This is an optimization exercise on Yosys and OpenROAD, whose aim is small area, not a production implementation.
The RTL was checked by simulation tests, not by an equivalence proof against the original design.
Power figures rest on the tool's default switching activity, not on a simulated workload.

**flow/design.v**
```verilog
module sine_wave_csr(
	input         Clk,
	input         ResetN,
	input         ChipSelect,
	input         Write,
	input         Read,
	input  [1:0]  Address,
	input  [31:0] WriteData,
	input  [9:0]  data_sin,
	output [31:0] ReadData,
	output        run,
	output [7:0]  fcw,
	output        enable_irq,
	output        clear_irq
);
	reg [7:0] data_reg;
	reg [7:0] fcw_reg;
	reg [1:0] control;
	wire wr = ChipSelect & Write;
	wire rd = ChipSelect & Read;
	assign enable_irq = control[1];
	assign run        = control[0];
	assign fcw        = fcw_reg;
	assign clear_irq  = wr & (Address == 2'd2);
	assign ReadData   = {24'h0, data_reg};
	always @(posedge Clk or negedge ResetN)
		if (~ResetN)
			fcw_reg <= 8'h0;
		else if (wr & (Address == 2'd0))
			fcw_reg <= WriteData[7:0];
	always @(posedge Clk or negedge ResetN)
		if (~ResetN)
			control <= 2'h0;
		else if (wr & (Address == 2'd1))
			control <= WriteData[1:0];
	always @(posedge Clk or negedge ResetN)
		if (~ResetN)
			data_reg <= 8'h0;
		else if (rd)
			case (Address)
				2'd0: data_reg <= fcw_reg;
				2'd1: data_reg <= {6'h0, control};
				2'd2: data_reg <= 8'h0;
				2'd3: data_reg <= data_sin[7:0];
			endcase
endmodule
module clk_divider(
	input  Clk,
	input  ResetN,
	input  run,
	input  enable_irq,
	input  clear_irq,
	output tick,
	output irq
);
	reg [4:0] lf;
	reg       tg;
	reg       flag;
	wire zero = ~(lf[3] | lf[1] | lf[0]);    
	wire go   = run & ~zero;                  
	always @(posedge Clk or negedge ResetN)
		if (~ResetN)
			lf <= 5'b00010;
		else if (go)
			lf <= {lf[3:0], lf[4] ^ lf[1]};
		else
			lf <= 5'b00010;
	always @(posedge Clk or negedge ResetN)
		if (~ResetN)
			tg <= 1'b0;
		else
			tg <= run & (tg ^ zero);
	always @(posedge Clk or negedge ResetN)
		if (~ResetN)
			flag <= 1'b0;
		else if (clear_irq)
			flag <= 1'b0;
		else if (zero)
			flag <= 1'b1;
	assign tick = run & zero & ~tg;
	assign irq  = flag & enable_irq;
endmodule
module phase_accumulator(
	input            clk,
	input            en,
	input            rst_n,
	input      [7:0] fcw,
	output reg [9:0] phase
);
	always @(posedge clk or negedge rst_n)
		if (!rst_n)
			phase <= 10'd0;
		else
			phase <= phase + {2'b00, fcw & {8{en}}};
endmodule
module phase_to_amplitude_converter(
	input  [9:0] phase,
	output [9:0] data_sin
);
	wire [7:0] d;
	assign data_sin = {2'b00, d};
wire new_n19, new_n20, new_n21, new_n22, new_n23, new_n24, new_n25,
    new_n26, new_n27, new_n28, new_n29, new_n30, new_n31, new_n32, new_n33,
    new_n34, new_n35, new_n36, new_n37, new_n39, new_n40, new_n41, new_n42,
    new_n43, new_n44, new_n45, new_n46, new_n47, new_n48, new_n49, new_n50,
    new_n51, new_n52, new_n53, new_n54, new_n55, new_n56, new_n57, new_n58,
    new_n59, new_n60, new_n61, new_n62, new_n63, new_n64, new_n65, new_n66,
    new_n67, new_n68, new_n69, new_n70, new_n71, new_n72, new_n73, new_n74,
    new_n75, new_n76, new_n77, new_n78, new_n79, new_n80, new_n81, new_n82,
    new_n83, new_n84, new_n85, new_n86, new_n87, new_n88, new_n89, new_n91,
    new_n92, new_n93, new_n94, new_n95, new_n96, new_n97, new_n98, new_n99,
    new_n100, new_n101, new_n102, new_n103, new_n104, new_n105, new_n106,
    new_n107, new_n108, new_n109, new_n110, new_n111, new_n112, new_n113,
    new_n114, new_n115, new_n116, new_n117, new_n118, new_n119, new_n120,
    new_n121, new_n122, new_n123, new_n124, new_n125, new_n126, new_n127,
    new_n128, new_n129, new_n130, new_n131, new_n132, new_n133, new_n134,
    new_n135, new_n136, new_n137, new_n138, new_n139, new_n140, new_n141,
    new_n142, new_n143, new_n144, new_n145, new_n146, new_n147, new_n148,
    new_n149, new_n150, new_n151, new_n152, new_n153, new_n154, new_n155,
    new_n156, new_n157, new_n158, new_n159, new_n160, new_n161, new_n162,
    new_n163, new_n164, new_n165, new_n166, new_n167, new_n168, new_n169,
    new_n170, new_n171, new_n172, new_n173, new_n174, new_n175, new_n176,
    new_n177, new_n179, new_n180, new_n181, new_n182, new_n183, new_n184,
    new_n185, new_n186, new_n187, new_n188, new_n189, new_n190, new_n191,
    new_n192, new_n193, new_n194, new_n195, new_n196, new_n197, new_n198,
    new_n199, new_n200, new_n201, new_n202, new_n203, new_n204, new_n205,
    new_n206, new_n207, new_n208, new_n209, new_n210, new_n211, new_n212,
    new_n213, new_n214, new_n215, new_n216, new_n217, new_n218, new_n219,
    new_n220, new_n221, new_n222, new_n223, new_n224, new_n225, new_n226,
    new_n227, new_n228, new_n229, new_n230, new_n231, new_n232, new_n233,
    new_n234, new_n235, new_n236, new_n237, new_n238, new_n239, new_n240,
    new_n241, new_n242, new_n243, new_n244, new_n245, new_n246, new_n247,
    new_n248, new_n249, new_n250, new_n251, new_n252, new_n253, new_n254,
    new_n255, new_n256, new_n257, new_n258, new_n259, new_n260, new_n261,
    new_n262, new_n263, new_n264, new_n265, new_n266, new_n267, new_n268,
    new_n269, new_n270, new_n271, new_n272, new_n273, new_n274, new_n275,
    new_n276, new_n277, new_n278, new_n279, new_n280, new_n281, new_n282,
    new_n283, new_n285, new_n286, new_n287, new_n288, new_n289, new_n290,
    new_n291, new_n292, new_n293, new_n295, new_n296, new_n297, new_n298,
    new_n299, new_n300, new_n301, new_n302, new_n303, new_n304, new_n305,
    new_n306, new_n307, new_n308, new_n309, new_n310, new_n311, new_n312,
    new_n313, new_n314, new_n315, new_n316, new_n317, new_n318, new_n319,
    new_n320, new_n321, new_n322, new_n323, new_n324, new_n325, new_n326,
    new_n327, new_n328, new_n329, new_n330, new_n331, new_n332, new_n333,
    new_n334, new_n335, new_n336, new_n337, new_n338, new_n339, new_n340,
    new_n341, new_n342, new_n343, new_n344, new_n345, new_n346, new_n347,
    new_n348, new_n349, new_n350, new_n351, new_n352, new_n353, new_n354,
    new_n355, new_n356, new_n357, new_n358, new_n359, new_n360, new_n361,
    new_n362, new_n363, new_n364, new_n365, new_n366, new_n367, new_n368,
    new_n369, new_n370, new_n371, new_n372, new_n373, new_n374, new_n375,
    new_n376, new_n377, new_n378, new_n380, new_n381, new_n382, new_n383,
    new_n384, new_n385, new_n386, new_n387, new_n388, new_n389, new_n390,
    new_n391, new_n392, new_n393, new_n394, new_n395, new_n396, new_n397,
    new_n398, new_n399, new_n400, new_n401, new_n402, new_n403, new_n404,
    new_n405, new_n406, new_n407, new_n408, new_n409, new_n410, new_n411,
    new_n412, new_n413, new_n414, new_n415, new_n416, new_n417, new_n418,
    new_n419, new_n420, new_n421, new_n422, new_n423, new_n424, new_n425,
    new_n426, new_n427, new_n428, new_n429, new_n430, new_n431, new_n432,
    new_n433, new_n434, new_n435, new_n436, new_n437, new_n438, new_n439,
    new_n440, new_n441, new_n442, new_n443, new_n444, new_n445, new_n446,
    new_n447, new_n448, new_n449, new_n450, new_n451, new_n452, new_n453,
    new_n454, new_n455, new_n456, new_n457, new_n458, new_n459, new_n460,
    new_n461, new_n462, new_n463, new_n464, new_n465, new_n466, new_n468,
    new_n469, new_n470, new_n471, new_n472, new_n473, new_n474, new_n475,
    new_n476, new_n477, new_n478, new_n479, new_n480, new_n481, new_n482,
    new_n483, new_n484, new_n485, new_n486, new_n487, new_n488, new_n489,
    new_n490, new_n491, new_n492, new_n493, new_n494, new_n495, new_n496,
    new_n497, new_n498, new_n499, new_n500, new_n501, new_n502, new_n503,
    new_n504, new_n505, new_n506, new_n507, new_n508, new_n509, new_n510;
  assign new_n19 = phase[8] & phase[7];
  assign new_n20 = ~phase[5] & ~phase[4];
  assign new_n21 = phase[6] & ~new_n20;
  assign new_n22 = new_n19 & new_n21;
  assign new_n23 = ~phase[3] & ~phase[2];
  assign new_n24 = phase[5] & phase[4];
  assign new_n25 = ~new_n23 & new_n24;
  assign new_n26 = ~phase[8] & ~phase[6];
  assign new_n27 = ~phase[7] & new_n26;
  assign new_n28 = ~new_n25 & new_n27;
  assign new_n29 = ~new_n22 & ~new_n28;
  assign new_n30 = phase[6] & ~phase[5];
  assign new_n31 = phase[2] & phase[1];
  assign new_n32 = ~phase[3] & ~new_n31;
  assign new_n33 = phase[3] & phase[2];
  assign new_n34 = ~phase[4] & new_n33;
  assign new_n35 = ~new_n32 & ~new_n34;
  assign new_n36 = new_n30 & ~new_n35;
  assign new_n37 = ~new_n29 & ~new_n36;
  assign d[7] = ~phase[9] & ~new_n37;
  assign new_n39 = phase[1] & phase[0];
  assign new_n40 = new_n23 & ~new_n39;
  assign new_n41 = ~phase[1] & ~phase[0];
  assign new_n42 = new_n33 & ~new_n41;
  assign new_n43 = ~new_n40 & ~new_n42;
  assign new_n44 = ~phase[7] & ~new_n43;
  assign new_n45 = new_n39 & new_n44;
  assign new_n46 = ~phase[9] & ~new_n23;
  assign new_n47 = ~new_n40 & ~new_n46;
  assign new_n48 = ~phase[7] & ~new_n47;
  assign new_n49 = ~new_n45 & new_n48;
  assign new_n50 = ~phase[6] & ~new_n49;
  assign new_n51 = ~phase[8] & phase[4];
  assign new_n52 = phase[8] & ~phase[4];
  assign new_n53 = phase[7] & new_n52;
  assign new_n54 = phase[9] & ~phase[1];
  assign new_n55 = new_n53 & new_n54;
  assign new_n56 = ~new_n51 & ~new_n55;
  assign new_n57 = new_n50 & ~new_n56;
  assign new_n58 = phase[9] & phase[5];
  assign new_n59 = new_n57 & new_n58;
  assign new_n60 = new_n37 & ~new_n59;
  assign new_n61 = phase[3] & ~new_n41;
  assign new_n62 = phase[6] & ~new_n33;
  assign new_n63 = ~new_n61 & new_n62;
  assign new_n64 = ~phase[2] & ~phase[0];
  assign new_n65 = ~phase[2] & ~phase[1];
  assign new_n66 = phase[3] & ~new_n65;
  assign new_n67 = ~new_n64 & new_n66;
  assign new_n68 = ~phase[6] & new_n67;
  assign new_n69 = ~new_n63 & ~new_n68;
  assign new_n70 = ~phase[7] & ~phase[5];
  assign new_n71 = ~phase[4] & new_n70;
  assign new_n72 = ~new_n69 & new_n71;
  assign new_n73 = ~phase[7] & phase[6];
  assign new_n74 = phase[7] & ~phase[6];
  assign new_n75 = ~new_n73 & ~new_n74;
  assign new_n76 = ~new_n72 & ~new_n75;
  assign new_n77 = ~phase[8] & ~phase[7];
  assign new_n78 = ~new_n19 & ~new_n77;
  assign new_n79 = phase[7] & new_n20;
  assign new_n80 = new_n23 & new_n79;
  assign new_n81 = new_n78 & ~new_n80;
  assign new_n82 = ~new_n76 & new_n81;
  assign new_n83 = ~phase[4] & ~new_n61;
  assign new_n84 = phase[7] & ~new_n83;
  assign new_n85 = new_n36 & new_n84;
  assign new_n86 = phase[9] & new_n85;
  assign new_n87 = ~new_n82 & new_n86;
  assign new_n88 = ~phase[9] & new_n82;
  assign new_n89 = ~new_n87 & ~new_n88;
  assign d[6] = new_n60 | ~new_n89;
  assign new_n91 = ~new_n33 & new_n53;
  assign new_n92 = ~new_n57 & ~new_n91;
  assign new_n93 = phase[5] & new_n92;
  assign new_n94 = ~phase[7] & phase[3];
  assign new_n95 = ~new_n42 & ~new_n94;
  assign new_n96 = ~phase[8] & ~new_n95;
  assign new_n97 = new_n93 & ~new_n96;
  assign new_n98 = ~phase[6] & phase[4];
  assign new_n99 = ~phase[9] & ~new_n98;
  assign new_n100 = phase[8] & ~new_n99;
  assign new_n101 = phase[6] & ~phase[4];
  assign new_n102 = ~new_n94 & ~new_n101;
  assign new_n103 = new_n100 & new_n102;
  assign new_n104 = ~new_n93 & ~new_n103;
  assign new_n105 = phase[7] & phase[4];
  assign new_n106 = ~phase[6] & phase[5];
  assign new_n107 = phase[3] & new_n106;
  assign new_n108 = ~phase[8] & phase[7];
  assign new_n109 = ~phase[4] & ~new_n108;
  assign new_n110 = new_n107 & ~new_n109;
  assign new_n111 = ~phase[9] & ~new_n110;
  assign new_n112 = ~new_n105 & ~new_n111;
  assign new_n113 = phase[6] & phase[5];
  assign new_n114 = new_n66 & new_n113;
  assign new_n115 = phase[4] & new_n114;
  assign new_n116 = new_n112 & new_n115;
  assign new_n117 = ~phase[3] & ~new_n39;
  assign new_n118 = ~new_n23 & ~new_n117;
  assign new_n119 = phase[9] & new_n118;
  assign new_n120 = new_n31 & new_n58;
  assign new_n121 = new_n101 & ~new_n120;
  assign new_n122 = ~new_n119 & new_n121;
  assign new_n123 = ~phase[3] & new_n77;
  assign new_n124 = new_n122 & new_n123;
  assign new_n125 = ~new_n116 & ~new_n124;
  assign new_n126 = phase[7] & phase[2];
  assign new_n127 = ~phase[9] & new_n41;
  assign new_n128 = new_n51 & new_n127;
  assign new_n129 = ~phase[7] & ~new_n51;
  assign new_n130 = ~phase[2] & ~new_n105;
  assign new_n131 = ~new_n129 & new_n130;
  assign new_n132 = ~new_n128 & ~new_n131;
  assign new_n133 = ~new_n126 & ~new_n132;
  assign new_n134 = ~phase[5] & ~phase[3];
  assign new_n135 = new_n133 & new_n134;
  assign new_n136 = ~phase[6] & new_n135;
  assign new_n137 = new_n125 & ~new_n136;
  assign new_n138 = ~phase[9] & ~new_n32;
  assign new_n139 = ~new_n117 & new_n138;
  assign new_n140 = new_n137 & ~new_n139;
  assign new_n141 = ~new_n104 & new_n140;
  assign new_n142 = ~new_n97 & new_n141;
  assign new_n143 = ~phase[6] & ~new_n66;
  assign new_n144 = new_n71 & new_n143;
  assign new_n145 = ~new_n142 & ~new_n144;
  assign new_n146 = ~new_n78 & ~new_n145;
  assign new_n147 = new_n106 & new_n108;
  assign new_n148 = ~phase[9] & ~phase[8];
  assign new_n149 = new_n73 & new_n148;
  assign new_n150 = ~new_n147 & ~new_n149;
  assign new_n151 = new_n42 & ~new_n150;
  assign new_n152 = new_n137 & ~new_n151;
  assign new_n153 = ~new_n50 & new_n51;
  assign new_n154 = new_n152 & new_n153;
  assign new_n155 = ~new_n30 & ~new_n106;
  assign new_n156 = ~new_n101 & new_n155;
  assign new_n157 = ~new_n78 & ~new_n156;
  assign new_n158 = phase[9] & ~new_n157;
  assign new_n159 = ~new_n154 & new_n158;
  assign new_n160 = ~new_n146 & new_n159;
  assign new_n161 = ~new_n29 & new_n145;
  assign new_n162 = phase[9] & new_n29;
  assign new_n163 = new_n157 & ~new_n162;
  assign new_n164 = ~new_n161 & new_n163;
  assign new_n165 = new_n100 & new_n139;
  assign new_n166 = phase[4] & ~new_n118;
  assign new_n167 = ~new_n42 & new_n148;
  assign new_n168 = ~phase[7] & ~new_n40;
  assign new_n169 = phase[6] & ~new_n168;
  assign new_n170 = new_n167 & new_n169;
  assign new_n171 = new_n166 & new_n170;
  assign new_n172 = ~new_n165 & ~new_n171;
  assign new_n173 = ~new_n164 & new_n172;
  assign new_n174 = ~new_n160 & new_n173;
  assign new_n175 = new_n58 & new_n60;
  assign new_n176 = ~new_n82 & ~new_n85;
  assign new_n177 = ~new_n175 & new_n176;
  assign d[5] = new_n174 & new_n177;
  assign new_n179 = ~new_n26 & ~new_n139;
  assign new_n180 = ~new_n174 & new_n179;
  assign new_n181 = new_n24 & ~new_n180;
  assign new_n182 = ~phase[3] & new_n41;
  assign new_n183 = ~new_n143 & ~new_n182;
  assign new_n184 = phase[9] & ~new_n183;
  assign new_n185 = ~new_n61 & new_n184;
  assign new_n186 = ~new_n113 & new_n117;
  assign new_n187 = phase[4] & ~new_n23;
  assign new_n188 = ~new_n186 & new_n187;
  assign new_n189 = ~new_n185 & new_n188;
  assign new_n190 = ~phase[4] & new_n23;
  assign new_n191 = new_n184 & new_n190;
  assign new_n192 = ~new_n189 & ~new_n191;
  assign new_n193 = phase[7] & phase[6];
  assign new_n194 = ~new_n192 & new_n193;
  assign new_n195 = d[5] & ~new_n194;
  assign new_n196 = new_n181 & ~new_n195;
  assign new_n197 = phase[6] & ~new_n174;
  assign new_n198 = new_n20 & new_n197;
  assign new_n199 = ~phase[6] & ~phase[4];
  assign new_n200 = ~phase[9] & ~phase[7];
  assign new_n201 = ~phase[7] & new_n24;
  assign new_n202 = ~new_n79 & ~new_n201;
  assign new_n203 = new_n139 & ~new_n202;
  assign new_n204 = ~phase[5] & ~new_n67;
  assign new_n205 = ~phase[8] & ~new_n32;
  assign new_n206 = ~new_n204 & ~new_n205;
  assign new_n207 = new_n23 & new_n41;
  assign new_n208 = phase[9] & phase[4];
  assign new_n209 = new_n30 & new_n208;
  assign new_n210 = ~new_n207 & new_n209;
  assign new_n211 = ~new_n206 & new_n210;
  assign new_n212 = ~new_n203 & ~new_n211;
  assign new_n213 = new_n46 & new_n79;
  assign new_n214 = ~new_n98 & ~new_n101;
  assign new_n215 = ~phase[9] & new_n134;
  assign new_n216 = phase[8] & new_n70;
  assign new_n217 = ~new_n215 & new_n216;
  assign new_n218 = new_n214 & new_n217;
  assign new_n219 = ~new_n213 & ~new_n218;
  assign new_n220 = new_n212 & ~new_n219;
  assign new_n221 = ~new_n32 & ~new_n39;
  assign new_n222 = ~phase[9] & ~new_n221;
  assign new_n223 = ~new_n92 & ~new_n222;
  assign new_n224 = ~phase[7] & ~new_n138;
  assign new_n225 = ~new_n223 & ~new_n224;
  assign new_n226 = phase[8] & ~phase[6];
  assign new_n227 = ~phase[5] & new_n226;
  assign new_n228 = ~new_n225 & new_n227;
  assign new_n229 = ~new_n220 & ~new_n228;
  assign new_n230 = ~phase[4] & new_n113;
  assign new_n231 = ~new_n51 & ~new_n230;
  assign new_n232 = new_n40 & ~new_n231;
  assign new_n233 = ~phase[8] & new_n101;
  assign new_n234 = ~new_n232 & ~new_n233;
  assign new_n235 = new_n229 & new_n234;
  assign new_n236 = new_n200 & ~new_n235;
  assign new_n237 = new_n113 & ~new_n139;
  assign new_n238 = phase[3] & ~new_n78;
  assign new_n239 = new_n185 & new_n238;
  assign new_n240 = new_n92 & ~new_n239;
  assign new_n241 = phase[5] & ~new_n23;
  assign new_n242 = ~new_n240 & new_n241;
  assign new_n243 = ~new_n237 & ~new_n242;
  assign new_n244 = ~phase[8] & ~new_n66;
  assign new_n245 = ~phase[9] & phase[8];
  assign new_n246 = phase[9] & ~phase[8];
  assign new_n247 = ~new_n245 & ~new_n246;
  assign new_n248 = new_n214 & ~new_n247;
  assign new_n249 = ~phase[7] & ~new_n106;
  assign new_n250 = new_n248 & new_n249;
  assign new_n251 = ~new_n244 & new_n250;
  assign new_n252 = new_n243 & new_n251;
  assign new_n253 = ~new_n155 & ~new_n240;
  assign new_n254 = ~new_n113 & new_n139;
  assign new_n255 = ~new_n237 & ~new_n254;
  assign new_n256 = ~new_n192 & new_n255;
  assign new_n257 = ~new_n199 & ~new_n256;
  assign new_n258 = phase[7] & ~new_n40;
  assign new_n259 = ~new_n61 & ~new_n258;
  assign new_n260 = new_n106 & ~new_n259;
  assign new_n261 = ~phase[7] & ~new_n68;
  assign new_n262 = ~new_n260 & new_n261;
  assign new_n263 = ~phase[9] & ~new_n206;
  assign new_n264 = ~new_n262 & new_n263;
  assign new_n265 = ~new_n257 & new_n264;
  assign new_n266 = new_n152 & ~new_n265;
  assign new_n267 = ~new_n253 & new_n266;
  assign new_n268 = ~new_n252 & new_n267;
  assign new_n269 = ~new_n236 & new_n268;
  assign new_n270 = new_n133 & ~new_n269;
  assign new_n271 = ~new_n199 & ~new_n270;
  assign new_n272 = ~phase[9] & ~phase[5];
  assign new_n273 = ~new_n271 & new_n272;
  assign new_n274 = new_n176 & new_n212;
  assign new_n275 = new_n145 & new_n274;
  assign new_n276 = ~new_n273 & new_n275;
  assign new_n277 = ~phase[8] & new_n113;
  assign new_n278 = new_n174 & new_n277;
  assign new_n279 = new_n276 & ~new_n278;
  assign new_n280 = ~new_n198 & new_n279;
  assign new_n281 = ~new_n196 & new_n280;
  assign new_n282 = phase[5] & ~phase[4];
  assign new_n283 = new_n194 & new_n282;
  assign d[4] = new_n281 & ~new_n283;
  assign new_n285 = phase[7] & ~new_n122;
  assign new_n286 = new_n122 & ~new_n194;
  assign new_n287 = ~new_n285 & ~new_n286;
  assign new_n288 = ~new_n281 & ~new_n287;
  assign new_n289 = new_n281 & new_n287;
  assign new_n290 = new_n30 & ~new_n289;
  assign new_n291 = ~new_n288 & new_n290;
  assign new_n292 = new_n269 & ~new_n291;
  assign new_n293 = new_n19 & ~new_n192;
  assign d[3] = ~new_n292 | new_n293;
  assign new_n295 = new_n114 & new_n245;
  assign new_n296 = new_n107 & new_n208;
  assign new_n297 = phase[7] & ~new_n296;
  assign new_n298 = ~new_n295 & new_n297;
  assign new_n299 = ~new_n256 & new_n298;
  assign new_n300 = new_n31 & new_n196;
  assign new_n301 = ~phase[3] & new_n58;
  assign new_n302 = new_n199 & new_n301;
  assign new_n303 = ~phase[6] & ~phase[5];
  assign new_n304 = new_n51 & ~new_n303;
  assign new_n305 = new_n42 & new_n304;
  assign new_n306 = ~phase[7] & ~new_n305;
  assign new_n307 = ~new_n302 & new_n306;
  assign new_n308 = ~new_n300 & new_n307;
  assign new_n309 = ~new_n299 & ~new_n308;
  assign new_n310 = ~new_n85 & ~new_n112;
  assign new_n311 = ~new_n72 & new_n310;
  assign new_n312 = phase[4] & new_n33;
  assign new_n313 = ~phase[6] & ~phase[1];
  assign new_n314 = new_n312 & ~new_n313;
  assign new_n315 = ~phase[6] & ~new_n41;
  assign new_n316 = ~new_n77 & new_n282;
  assign new_n317 = ~new_n315 & new_n316;
  assign new_n318 = ~new_n314 & ~new_n317;
  assign new_n319 = phase[6] & ~new_n66;
  assign new_n320 = phase[8] & ~new_n319;
  assign new_n321 = ~new_n318 & ~new_n320;
  assign new_n322 = new_n40 & new_n226;
  assign new_n323 = phase[9] & ~new_n322;
  assign new_n324 = ~new_n321 & new_n323;
  assign new_n325 = ~new_n311 & ~new_n324;
  assign new_n326 = ~new_n34 & ~new_n166;
  assign new_n327 = ~new_n106 & new_n142;
  assign new_n328 = new_n106 & ~new_n142;
  assign new_n329 = ~new_n327 & ~new_n328;
  assign new_n330 = ~new_n326 & ~new_n329;
  assign new_n331 = ~phase[5] & ~new_n135;
  assign new_n332 = phase[9] & ~new_n135;
  assign new_n333 = ~new_n265 & ~new_n332;
  assign new_n334 = new_n331 & new_n333;
  assign new_n335 = ~new_n331 & ~new_n333;
  assign new_n336 = ~new_n334 & ~new_n335;
  assign new_n337 = phase[3] & ~new_n133;
  assign new_n338 = new_n108 & ~new_n337;
  assign new_n339 = ~new_n336 & new_n338;
  assign new_n340 = ~new_n330 & new_n339;
  assign new_n341 = ~new_n43 & new_n113;
  assign new_n342 = ~new_n119 & ~new_n341;
  assign new_n343 = ~phase[7] & new_n52;
  assign new_n344 = ~new_n342 & new_n343;
  assign new_n345 = ~phase[6] & new_n46;
  assign new_n346 = new_n31 & new_n193;
  assign new_n347 = ~new_n345 & ~new_n346;
  assign new_n348 = phase[1] & new_n52;
  assign new_n349 = new_n23 & new_n74;
  assign new_n350 = new_n348 & new_n349;
  assign new_n351 = ~new_n213 & ~new_n350;
  assign new_n352 = new_n347 & new_n351;
  assign new_n353 = phase[0] & new_n201;
  assign new_n354 = ~phase[5] & ~new_n33;
  assign new_n355 = new_n51 & new_n354;
  assign new_n356 = ~new_n353 & ~new_n355;
  assign new_n357 = ~new_n347 & new_n356;
  assign new_n358 = ~new_n352 & ~new_n357;
  assign new_n359 = ~new_n344 & ~new_n358;
  assign new_n360 = new_n125 & new_n359;
  assign new_n361 = new_n229 & new_n360;
  assign new_n362 = new_n200 & ~new_n214;
  assign new_n363 = ~phase[1] & phase[0];
  assign new_n364 = new_n52 & new_n363;
  assign new_n365 = ~new_n362 & ~new_n364;
  assign new_n366 = phase[2] & new_n154;
  assign new_n367 = ~new_n135 & ~new_n366;
  assign new_n368 = ~new_n365 & ~new_n367;
  assign new_n369 = phase[3] & new_n64;
  assign new_n370 = new_n60 & new_n369;
  assign new_n371 = ~new_n215 & ~new_n370;
  assign new_n372 = new_n348 & ~new_n371;
  assign new_n373 = ~new_n243 & new_n248;
  assign new_n374 = ~new_n372 & ~new_n373;
  assign new_n375 = ~new_n368 & new_n374;
  assign new_n376 = new_n361 & new_n375;
  assign new_n377 = ~new_n340 & new_n376;
  assign new_n378 = ~new_n325 & new_n377;
  assign d[2] = ~new_n309 & new_n378;
  assign new_n380 = phase[4] & ~new_n33;
  assign new_n381 = new_n73 & new_n380;
  assign new_n382 = ~new_n40 & new_n381;
  assign new_n383 = ~new_n63 & new_n154;
  assign new_n384 = ~new_n51 & ~new_n303;
  assign new_n385 = ~new_n26 & ~new_n384;
  assign new_n386 = new_n70 & ~new_n385;
  assign new_n387 = ~new_n32 & new_n385;
  assign new_n388 = ~new_n36 & ~new_n387;
  assign new_n389 = ~new_n386 & new_n388;
  assign new_n390 = new_n63 & ~new_n365;
  assign new_n391 = ~new_n389 & ~new_n390;
  assign new_n392 = ~new_n220 & new_n391;
  assign new_n393 = ~new_n370 & new_n392;
  assign new_n394 = ~new_n383 & new_n393;
  assign new_n395 = ~phase[4] & ~new_n66;
  assign new_n396 = ~new_n74 & ~new_n187;
  assign new_n397 = ~new_n395 & new_n396;
  assign new_n398 = phase[7] & phase[5];
  assign new_n399 = ~new_n106 & ~new_n398;
  assign new_n400 = ~new_n397 & ~new_n399;
  assign new_n401 = ~new_n45 & new_n400;
  assign new_n402 = ~new_n394 & ~new_n401;
  assign new_n403 = ~phase[9] & ~new_n402;
  assign new_n404 = ~new_n277 & ~new_n403;
  assign new_n405 = ~new_n382 & ~new_n404;
  assign new_n406 = ~new_n23 & new_n321;
  assign new_n407 = new_n21 & new_n41;
  assign new_n408 = phase[4] & ~new_n44;
  assign new_n409 = ~phase[1] & new_n30;
  assign new_n410 = ~new_n70 & ~new_n398;
  assign new_n411 = ~new_n409 & new_n410;
  assign new_n412 = new_n23 & ~new_n411;
  assign new_n413 = ~new_n408 & ~new_n412;
  assign new_n414 = ~new_n407 & ~new_n413;
  assign new_n415 = ~new_n406 & ~new_n414;
  assign new_n416 = ~new_n181 & new_n415;
  assign new_n417 = ~phase[7] & ~new_n414;
  assign new_n418 = ~phase[8] & ~new_n417;
  assign new_n419 = ~new_n197 & ~new_n418;
  assign new_n420 = ~new_n416 & new_n419;
  assign new_n421 = phase[9] & ~new_n85;
  assign new_n422 = ~new_n420 & new_n421;
  assign new_n423 = ~new_n405 & ~new_n422;
  assign new_n424 = new_n115 & ~new_n276;
  assign new_n425 = ~phase[5] & new_n23;
  assign new_n426 = ~phase[9] & phase[7];
  assign new_n427 = ~new_n39 & new_n426;
  assign new_n428 = ~new_n241 & new_n427;
  assign new_n429 = ~new_n425 & new_n428;
  assign new_n430 = ~new_n260 & ~new_n429;
  assign new_n431 = ~phase[4] & ~new_n430;
  assign new_n432 = ~phase[9] & new_n92;
  assign new_n433 = ~new_n256 & new_n432;
  assign new_n434 = phase[9] & ~new_n92;
  assign new_n435 = phase[4] & new_n66;
  assign new_n436 = phase[5] & ~new_n435;
  assign new_n437 = ~new_n36 & ~new_n436;
  assign new_n438 = ~phase[5] & ~new_n66;
  assign new_n439 = ~new_n207 & new_n438;
  assign new_n440 = ~new_n395 & ~new_n439;
  assign new_n441 = ~new_n437 & new_n440;
  assign new_n442 = ~new_n434 & new_n441;
  assign new_n443 = ~new_n433 & new_n442;
  assign new_n444 = ~new_n431 & ~new_n443;
  assign new_n445 = phase[8] & new_n41;
  assign new_n446 = new_n444 & new_n445;
  assign new_n447 = ~phase[7] & ~new_n446;
  assign new_n448 = new_n330 & ~new_n447;
  assign new_n449 = ~phase[8] & ~new_n444;
  assign new_n450 = new_n218 & new_n444;
  assign new_n451 = ~phase[4] & new_n58;
  assign new_n452 = new_n32 & new_n451;
  assign new_n453 = ~new_n143 & ~new_n452;
  assign new_n454 = ~new_n226 & new_n453;
  assign new_n455 = ~new_n106 & ~new_n454;
  assign new_n456 = ~phase[6] & phase[3];
  assign new_n457 = new_n246 & ~new_n456;
  assign new_n458 = ~new_n455 & ~new_n457;
  assign new_n459 = phase[7] & new_n23;
  assign new_n460 = new_n109 & ~new_n459;
  assign new_n461 = ~new_n458 & new_n460;
  assign new_n462 = ~new_n372 & ~new_n461;
  assign new_n463 = ~new_n450 & new_n462;
  assign new_n464 = ~new_n449 & new_n463;
  assign new_n465 = ~new_n448 & new_n464;
  assign new_n466 = ~new_n424 & new_n465;
  assign d[1] = ~new_n423 & new_n466;
  assign new_n468 = ~new_n119 & ~new_n453;
  assign new_n469 = phase[8] & ~new_n468;
  assign new_n470 = ~d[3] & new_n469;
  assign new_n471 = phase[7] & new_n212;
  assign new_n472 = ~new_n292 & new_n471;
  assign new_n473 = new_n73 & new_n292;
  assign new_n474 = ~phase[8] & ~new_n473;
  assign new_n475 = ~new_n472 & new_n474;
  assign new_n476 = ~new_n470 & ~new_n475;
  assign new_n477 = phase[3] & new_n282;
  assign new_n478 = ~new_n58 & ~new_n477;
  assign new_n479 = ~phase[7] & new_n478;
  assign new_n480 = new_n193 & ~new_n478;
  assign new_n481 = ~new_n258 & ~new_n480;
  assign new_n482 = ~new_n479 & new_n481;
  assign new_n483 = ~new_n101 & ~new_n113;
  assign new_n484 = ~new_n277 & ~new_n483;
  assign new_n485 = new_n106 & new_n148;
  assign new_n486 = ~phase[5] & new_n108;
  assign new_n487 = ~new_n485 & ~new_n486;
  assign new_n488 = ~new_n484 & new_n487;
  assign new_n489 = ~new_n482 & new_n488;
  assign new_n490 = ~new_n476 & ~new_n489;
  assign new_n491 = d[7] & ~new_n377;
  assign new_n492 = ~new_n51 & ~new_n199;
  assign new_n493 = new_n459 & ~new_n492;
  assign new_n494 = new_n150 & new_n493;
  assign new_n495 = ~new_n491 & new_n494;
  assign new_n496 = ~new_n44 & new_n98;
  assign new_n497 = new_n269 & new_n496;
  assign new_n498 = phase[8] & new_n24;
  assign new_n499 = ~new_n193 & new_n498;
  assign new_n500 = ~new_n497 & ~new_n499;
  assign new_n501 = ~new_n299 & ~new_n500;
  assign new_n502 = new_n77 & new_n312;
  assign new_n503 = ~d[7] & new_n502;
  assign new_n504 = ~new_n24 & new_n193;
  assign new_n505 = ~new_n167 & new_n504;
  assign new_n506 = ~new_n244 & new_n505;
  assign new_n507 = new_n172 & ~new_n506;
  assign new_n508 = ~new_n503 & new_n507;
  assign new_n509 = ~new_n501 & new_n508;
  assign new_n510 = ~new_n495 & new_n509;
  assign d[0] = new_n490 | ~new_n510;
endmodule
module sine_wave_generator(
	input        clk,
	input        en,
	input        rst_n,
	input  [7:0] fcw,
	output [9:0] phase,
	output [9:0] data_sin
);
	phase_accumulator            accumulator_inst (clk, en, rst_n, fcw, phase);
	phase_to_amplitude_converter converter_inst   (phase, data_sin);
endmodule
module sine_wave_wrapper(
	input         Clk,
	input         ResetN,
	input         ChipSelect,
	input         Write,
	input         Read,
	input  [1:0]  Address,
	input  [31:0] WriteData,
	output [31:0] ReadData,
	output [9:0]  oData_sin,
	output        irq
);
	wire       run, tick, enable_irq, clear_irq;
	wire [7:0] fcw;
	wire [9:0] phase;
	sine_wave_csr CSR(
		.Clk(Clk), .ResetN(ResetN),
		.ChipSelect(ChipSelect), .Write(Write), .Read(Read),
		.Address(Address), .WriteData(WriteData), .ReadData(ReadData),
		.data_sin(oData_sin), .run(run), .fcw(fcw),
		.enable_irq(enable_irq), .clear_irq(clear_irq));
	clk_divider clk_div(
		.Clk(Clk), .ResetN(ResetN), .run(run),
		.enable_irq(enable_irq), .clear_irq(clear_irq),
		.tick(tick), .irq(irq));
	sine_wave_generator sine_gen(
		.clk(Clk), .en(tick), .rst_n(ResetN), .fcw(fcw),
		.phase(phase), .data_sin(oData_sin));
endmodule
```
**flow/flow/run.sh**
```bash
#!/bin/bash
# Layout flow: the standard flow (standard.sh), with two changes.
#  * Synthesis runs the standard flow's synthesis script unchanged, but ABC maps the logic
#    with an area-oriented script (flow/abc_area.script) and Yosys's
#    half/full-adder extraction is left out, so ABC maps all the logic.
#    Registers are mapped by the same dfflibmap step as in the standard flow.
#  * Ports are buffered with sky130_fd_sc_hd__buf_1 instead of the buffer
#    buffer_ports picks by default.
# Each step's output goes to a log file of its own in this folder; ORFS's own
# per-step logs are under orfs/logs.
set -euo pipefail
W=$PWD
rm -rf "$W/scripts_area"
cp -r "$FLOW_HOME/scripts" "$W/scripts_area"
cp "$W/flow/abc_area.script" "$W/scripts_area/abc_area.script"
bash standard.sh SCRIPTS_DIR="$W/scripts_area" ABC_AREA=1 ADDER_MAP_FILE= synth > "$W/synth.log" 2>&1
bash standard.sh "BUFFER_PORTS_ARGS=-buffer_cell sky130_fd_sc_hd__buf_1" finish > "$W/layout.log" 2>&1
```
**flow/flow/abc_area.script**
```
strash
&get -n
&st
&dch
&nf -R 1000
&put
topo
```
**flow/standard.sh**
```bash
#!/bin/bash
# synth_recipe.tcl (not shown) runs the flow's synth.tcl, then flattens the netlist and writes it again
# the make line also repeats each setting of config.mk as NAME=value (left out here)
make -C /OpenROAD-flow-scripts/flow DESIGN_CONFIG=/design/flow/config.mk WORK_HOME=/design/flow/orfs CLKGATE_MAP_FILE= SYNTH_SCRIPT=/design/flow/synth_recipe.tcl "${@:-finish}"
```
**flow/constraint.sdc**
```tcl
create_clock -name core_clock -period 10.0 [get_ports {Clk}]
set_input_delay 2.0000 -clock core_clock [delete_from_list [all_inputs] [get_ports {Clk}]]
set_output_delay 2.0000 -clock core_clock [all_outputs]
set_load 0.01 [all_outputs]
```
**flow/config.mk**
```make
export PLATFORM = sky130hd
export DESIGN_NAME = sine_wave_wrapper
export DESIGN_NICKNAME = sine_wave_wrapper
export VERILOG_FILES = /design/flow/design.v
export SDC_FILE = /design/flow/constraint.sdc
export NUM_CORES = 4
export LEC_CHECK = 0
export CAP_MARGIN = 20
export CORE_MARGIN = 2
export CORE_UTILIZATION = 40
export SLEW_MARGIN = 20
```
==> notes.md <==
Crit path required time=about 8 ns; synthesized instance count=463; Setup Buffers After CTS=0; TritonCTS clock tree=built; peak supply drop=0.126 mV; sequential element share of the synthesized area=0.263; Die ar.=0.00910 mm2; Tightest Hold Check Type=reg2reg; number of hold violations in the final report=0; wire length of the first global-routing pass=between 15000 and 20000 um; cell types occupying the most area after synthesis=sky130_fd_sc_hd__dfrtp_1 (25%), sky130_fd_sc_hd__nor2_1 (7.0%), sky130_fd_sc_hd__nand2_1 (6.5%); global route overflow=0; number of top-level design ports=between 80 and 90; headroom to the max-slew limit=0.259; half-perimeter wire length of the detailed placement result=approximately 8900 um; cell area after placement=between 0.003 and 0.004 mm2; aggregate global-route resource usage=0.268; global placer's final weighted congestion=1.02; filler-free cell count of the finished design=615; Layout Area Growth over Synthesis=9.89%; number of buffers created by CTS=5; die width=approximately 95 um; placeable core region=between 0.008 and 0.009 mm2; most numerous cell in the Yosys netlist=sky130_fd_sc_hd__nor2_1; DR pass1 iterations=6; fraction of final layout cells sized beyond drive strength 1=0.0373; initial cell density of the core=0.411; Via-to-Cell Ratio=roughly 6.3; Yosys reg bits=35; CTS clock-pin slew for the worst setup and hold paths=~0.08 ns; # port buffers=31; standard-cell rows=33; number of gates resized after CTS=0; Post-Synthesis Cell Area=around 0.0033 mm2; fin crit share=0.816; count of distinct cell types in the synthesized netlist=50; number of violations reported at the end of detailed-routing iteration 0=a little over 700; Clk Latency, worst-skew pair=between 0.2 and 0.3 ns; peak fanout along the critical path=15; biggest area consumer among synthesized cells=sky130_fd_sc_hd__dfrtp_1; cell at the root of the clock tree=sky130_fd_sc_hd__clkbuf_8; Maximum Capacitance Violations=0; critical path arrival=6.16 ns; vertical extent of the die=95.4 um; Placed Cells incl. Taps=607; finished layout cell area=around 0.0037 mm2; Reg2Reg Setup Slack=3.97 ns; max FFs per register=10; per-cell routed wire length=a little under 20 um; number of antenna violations at the first check in global routing=0; Setup crit start kind=flip-flop; maximum achievable frequency=roughly 0.12 GHz; post-layout min period=around 8.2 ns; number of buffers added to fix hold violations after cts=0; Worst Tran Pin Value=around 1.1 ns; worst setup path category=reg2out; TritonCTS Sinks=35; outcome=finished clean; largest net degree at the start of global routing=36; number of routed nets with antenna violations=0; share of flip-flops with an asynchronous set or reset after synthesis=1.00; total inserted antenna cells=0; most used flip-flop cell after synthesis=sky130_fd_sc_hd__dfrtp_1; EDFF count, synth=0; worst-case clock buffer depth=2; DRC violation count after routing=0; Worst Skew=between 0.01 and 0.015 ns; Slew Viols, Final=0; leakage power=1.40 nW; top post-synthesis cells by count=sky130_fd_sc_hd__nor2_1 (62), sky130_fd_sc_hd__nand2_1 (58), sky130_fd_sc_hd__a21oi_1 (38), sky130_fd_sc_hd__o21ai_0 (35), sky130_fd_sc_hd__dfrtp_1 (34); Post-layout nets=548; number of H-tree levels=2; via count of the first global-routing pass=approximately 3400; accumulated negative setup slack=0 ns; post-synthesis average cell area=slightly above 7 um2; via total after detailed routing=roughly 3900; top-area cell type share of the netlist area=0.255; Setup-failing EPs final=0; total wire length after detailed routing=between 10000 and 15000 um; Power per Cell Area=about 430 mW/mm2; Yosys warning count=3; Worst setup EP type=output pin; unrepaired setup endpoints after global routing=false
[path summary, 6_finish.rpt]
check                                                             start                                            to  cells past startpoint
max in group asynchronous                                        ResetN  sine_gen.accumulator_inst.phase[0]$_DFF_PN0_                      1
setup / recovery           sine_gen.accumulator_inst.phase[3]$_DFF_PN0_                                  oData_sin[0]                     24
min in group asynchronous                                        ResetN                      clk_div.flag$_DFFE_PN0P_                      1
hold reg to reg                                    clk_div.tg$_DFF_PN0_                          clk_div.tg$_DFF_PN0_                      1
hold / removal                                     clk_div.tg$_DFF_PN0_                          clk_div.tg$_DFF_PN0_                      1
setup reg to reg           sine_gen.accumulator_inst.phase[3]$_DFF_PN0_                   CSR.data_reg[0]$_DFFE_PN0P_                     25
[metrics by stage]
step	hold slack, ns	util	total power, mW	setup slack [ns]
floorplan	0.459	-	1.03	3.46
global placement	0.467	0.437	1.42	2.40
detailed placement	0.479	0.437	1.41	2.45
CTS	0.495	0.451	1.54	2.10
global route	0.513	0.451	1.70	1.48
finish	0.493	0.451	1.59	1.84
[power breakdown]
part           internal, mW  leakage, nW  switching [mW]  total (mW)
sequential            0.191        0.420          0.0889       0.280
combinational         0.380        0.926           0.799        1.18
clock                0.0750       0.0548          0.0539       0.129
[cells by family after synthesis]
kind of cell / share of synthesized area
AND/OR/NAND/NOR: 0.289
AO/OA/AOI/OAI: 0.281
buffers and inverters: 0.0731
flip-flops: 0.263
XOR/XNOR: 0.0472
multiplexers: 0.0397
adder cells (fa/ha/maj): 0.00599
other: 0.00112
[placed cells by master, fill, tap and decap left out, types with 3 or more instances in the layout]
cell and count:
sky130_fd_sc_hd__nand2b_1 11, sky130_fd_sc_hd__nor2b_1 4, sky130_fd_sc_hd__xnor2_1 10, sky130_fd_sc_hd__a32oi_1 5
sky130_fd_sc_hd__conb_1 26, sky130_fd_sc_hd__and2_0 8, sky130_fd_sc_hd__a22oi_1 4, sky130_fd_sc_hd__xor2_1 8
sky130_fd_sc_hd__a211oi_1 3, sky130_fd_sc_hd__nand4_1 6, sky130_fd_sc_hd__clkbuf_8 5, sky130_fd_sc_hd__buf_1 30
sky130_fd_sc_hd__o21ai_0 35, sky130_fd_sc_hd__a21o_1 5, sky130_fd_sc_hd__a2111oi_0 3, sky130_fd_sc_hd__or2_0 5
sky130_fd_sc_hd__nand3_1 15, sky130_fd_sc_hd__nand2_1 58, sky130_fd_sc_hd__o22ai_1 4, sky130_fd_sc_hd__a21oi_1 38
sky130_fd_sc_hd__buf_4 9, sky130_fd_sc_hd__and3_1 7, sky130_fd_sc_hd__or3_1 8, sky130_fd_sc_hd__o2111ai_1 4
sky130_fd_sc_hd__o21a_1 3, sky130_fd_sc_hd__nor2_1 62, sky130_fd_sc_hd__nor3_1 21, sky130_fd_sc_hd__dfrtp_1 34
sky130_fd_sc_hd__o32ai_1 5, sky130_fd_sc_hd__mux2_1 10, sky130_fd_sc_hd__o211ai_1 8, sky130_fd_sc_hd__clkinv_1 13
sky130_fd_sc_hd__a31oi_1 14
[metal layers]
layer,up-vias,global-route usage,part of all wire
li1,1759,-,-
met1,1782,0.391,0.42
met2,293,0.369,0.43
met3,52,0.0783,0.12
met4,0,0.106,0.041
met5,-,0,0
[final cells by class]
cell class / count / area (um2)
clock buffer: 5 / 68.8
clock inverter: 3 / 46.3
fill: 846 / 4460
inverter: 13 / 48.8
multi-input combinational: 414 / 2310
sequential: 35 / 877
tap: 105 / 131
timing repair buffer: 40 / 185
[critical path: stages (launching register included)]
cell and delay (ns):
sky130_fd_sc_hd__dfrtp_1 0.59, sky130_fd_sc_hd__or2_0 0.52, sky130_fd_sc_hd__a21oi_1 0.42, sky130_fd_sc_hd__o21ai_0 0.15, sky130_fd_sc_hd__nor2_1 0.16, sky130_fd_sc_hd__a211oi_1 0.11
sky130_fd_sc_hd__a31oi_1 0.62, sky130_fd_sc_hd__a21oi_1 0.16, sky130_fd_sc_hd__nor3_1 0.34, sky130_fd_sc_hd__a22oi_1 0.19, sky130_fd_sc_hd__a21oi_1 0.18, sky130_fd_sc_hd__nor3_1 0.07
sky130_fd_sc_hd__nor3b_1 0.38, sky130_fd_sc_hd__and3_1 0.29, sky130_fd_sc_hd__a21o_1 0.18, sky130_fd_sc_hd__nand3_1 0.12, sky130_fd_sc_hd__a21oi_1 0.14, sky130_fd_sc_hd__o21ai_0 0.10
sky130_fd_sc_hd__nand2_1 0.11, sky130_fd_sc_hd__a31o_1 0.19, sky130_fd_sc_hd__a21oi_1 0.07, sky130_fd_sc_hd__a21oi_1 0.16, sky130_fd_sc_hd__a21oi_1 0.05, sky130_fd_sc_hd__or3_1 0.42
sky130_fd_sc_hd__buf_1 0.15

-- static timing again, ports no longer ideal --
Ports are ideal in the flow. The routed layout listed here was re-timed in OpenROAD. Step 1: set_driving_cell puts a clkbuf_16 on Clk and a buf_2 on each other input, an assumption about the parent block. Step 2, shift: input delay + t, output delay - t, t = (earliest + latest rising clock arrival at the registers) / 2. This alone moves slack from input paths to output paths. Slacks: ideal ports / drivers / drivers and shift; pairs: ideal ports / drivers.
shift t [ns]: 0.316
setup WS [ns]: 1.836 / 1.807 / 2.123
slew at the worst register clock pin (ns): 0.08 / 0.08
pins driven straight from the clock port: 1
After both steps setup and hold are still met in this run. For this run, drivers alone change the setup slack by -0.029 ns; drivers and shift together by +0.287 ns.
